Source: an optimization exercise on an open RTL-to-GDS flow (aim: small area and a short achievable clock period). Production flows keep margins and buffers that such runs may drop.
In this exercise RTL edits were held to simulation tests only and were not proved equivalent to the original.
Power figures rest on the tool's default switching activity, not on a simulated workload.

the reference run:
Design sysarray_flat, start of the top module:
module sysarray_flat (
    input  wire         clk,
    input  wire         rst,
    input  wire         clr,
    input  wire [23:0]  a_left,
    input  wire [23:0]  b_top,
    output wire [161:0] acc_out
);
Size in the first run: ~2800 cells after synthesis, ~260 flip-flops, ~0.028 mm^2 of cells after synthesis.
make LEC_CHECK=0 CAP_MARGIN=20 CORE_MARGIN=2 CORE_UTILIZATION=40 SETUP_SLACK_MARGIN=1.0 SLEW_MARGIN=20 SYNTH_HIERARCHICAL=1 SYNTH_MINIMUM_KEEP_SIZE=0 finish   # period 5.0 ns
run.sh (not shown) runs the stock make flow with config.mk's settings and CLKGATE_MAP_FILE= SYNTH_SCRIPT=/design/flow/synth_recipe.tcl, a recipe that flattens the netlist after the stock synthesis.
### the reference run -> the trial run
-- flow/design.v --
<<< the reference run, line 192
    logic inv_s2;
    logic inv_c2;
    assign pp0_0 = a_in[0] & b_in[0];
    assign pp0_1 = a_in[0] & b_in[1];
>>> the trial run, line 192
    logic inv_s2;
    logic inv_c2;
    logic cpc0;
    logic cpc1;
    logic cpc2;
    logic cpc3;
    logic [14:0] hi_sum;
    assign pp0_0 = a_in[0] & b_in[0];
    assign pp0_1 = a_in[0] & b_in[1];
<<< the reference run, line 321
    assign rx = {inv_c1, inv_c0, inv_s0, fa_s47, fa_s46, fa_c44, fa_c43, fa_c42, fa_c41, fa_c40, fa_c39, fa_c38, fa_c37, fa_c36, fa_c35, ha_c6, pp1_0, acc_out[0]};
    assign ry = {inv_s2, inv_s1, fa_c47, fa_c46, fa_c45, fa_s45, fa_s44, fa_s43, fa_s42, fa_s41, fa_s40, fa_s39, fa_s38, fa_s37, fa_s36, fa_s35, ha_s6, pp0_0};
    assign sum = rx + ry;
    always_ff @(posedge clk) begin
        if (rst || clr) acc_out <= '0;
>>> the trial run, line 326
    assign rx = {inv_c1, inv_c0, inv_s0, fa_s47, fa_s46, fa_c44, fa_c43, fa_c42, fa_c41, fa_c40, fa_c39, fa_c38, fa_c37, fa_c36, fa_c35, ha_c6, pp1_0, acc_out[0]};
    assign ry = {inv_s2, inv_s1, fa_c47, fa_c46, fa_c45, fa_s45, fa_s44, fa_s43, fa_s42, fa_s41, fa_s40, fa_s39, fa_s38, fa_s37, fa_s36, fa_s35, ha_s6, pp0_0};
    ha u_cpa0 (.x(acc_out[0]), .y(pp0_0), .s(sum[0]), .c(cpc0));
    fa u_cpa1 (.x(pp1_0), .y(ha_s6), .z(cpc0), .s(sum[1]), .c(cpc1));
    fa u_cpa2 (.x(ha_c6), .y(fa_s35), .z(cpc1), .s(sum[2]), .c(cpc2));
    fa u_cpa3 (.x(fa_c35), .y(fa_s36), .z(cpc2), .s(sum[3]), .c(cpc3));
    assign hi_sum = {rx[17:4], cpc3} + {ry[17:4], cpc3};
    assign sum[17:4] = hi_sum[14:1];
    always_ff @(posedge clk) begin
        if (rst || clr) acc_out <= '0;
<<< the reference run, line 336
    assign s = x ^ y ^ z;
    assign c = (x & y) | (x & z) | (y & z);
endmodule
module ha (
>>> the trial run, line 346
    assign s = x ^ y ^ z;
    assign c = (x & y) | (x & z) | (y & z);
endmodule
module bsel (
    input  logic one,
    input  logic two,
    input  logic neg,
    input  logic x,
    input  logic y,
    output logic p
);
    assign p = ((one & x) | (two & y)) ^ neg;
endmodule
module bseln (
    input  logic one,
    input  logic two,
    input  logic neg,
    input  logic x,
    input  logic y,
    output logic p
);
    assign p = ~(((one & x) | (two & y)) ^ neg);
endmodule
module ha (
Results
- The trial run finished end to end and its layout was clean on timing, DRC and antenna.
- From the reference run to the trial run the numbers moved as follows: largest fanout of any net on the critical path grew by 1, period utilization went up by 2.2 points.
- Register share of total power for the trial run is lower than for the reference run.
- After detailed routing, the reference run needs more wire than the trial run.
- The trial run ended up with a higher clock power than the reference run did.
- There was hardly any difference in area of all sequential standard cells between the trial run and the reference run.
- | total chip power | the reference run vs the trial run | ≈ equal |
- The reference run → the trial run: number of cells on the worst reg-to-reg path went down, final area decreased by 1.9% relative to the old numbers, buffer count from post-CTS setup fixing has increased, delay of the slowest critical-path stage level.
- Delta (the trial run minus the reference run): die width decreased about 3.4%, starting utilization of the core area shows a reduction of 0.16 points.
- On area fraction in compound gates after synthesis, the lower figure sits with the trial run, not the reference run.

-- separate check: timing with driven ports --
How much do the figures lean on ideal ports? The routed layouts below were timed once more, with nothing changed but the port constraints. Step 1 sets driving cells, clkbuf_16 on the clock port and buf_2 on the other inputs (assumed; they add their load-dependent delay and slew). Step 2 times the ports against the registers' clock, not the clock port: input delays grow and output delays shrink by t, the midpoint of the rising clock arrivals with the driver on. a / b / c = ideal / step 1 / step 2; a / b = the first two.
| run | t (ns) | slack for setup (ns) | latest minus earliest clock arrival (ns) | worst register clock-pin slew, ns | cell pins on the clock port's net |
|---|---|---|---|---|---|
| the reference run | 0.602 | 0.918 / 0.964 / 0.362 | 0.026 / 0.026 | 0.06 / 0.06 | 1 |
| the trial run | 0.601 | 0.808 / 0.842 / 0.241 | 0.025 / 0.026 | 0.06 / 0.06 | 1 |
After both steps every run listed still meets setup and hold. The setup slack of the trial run, which loses most, moves by +0.034 ns with the drivers and by -0.567 ns with both steps.
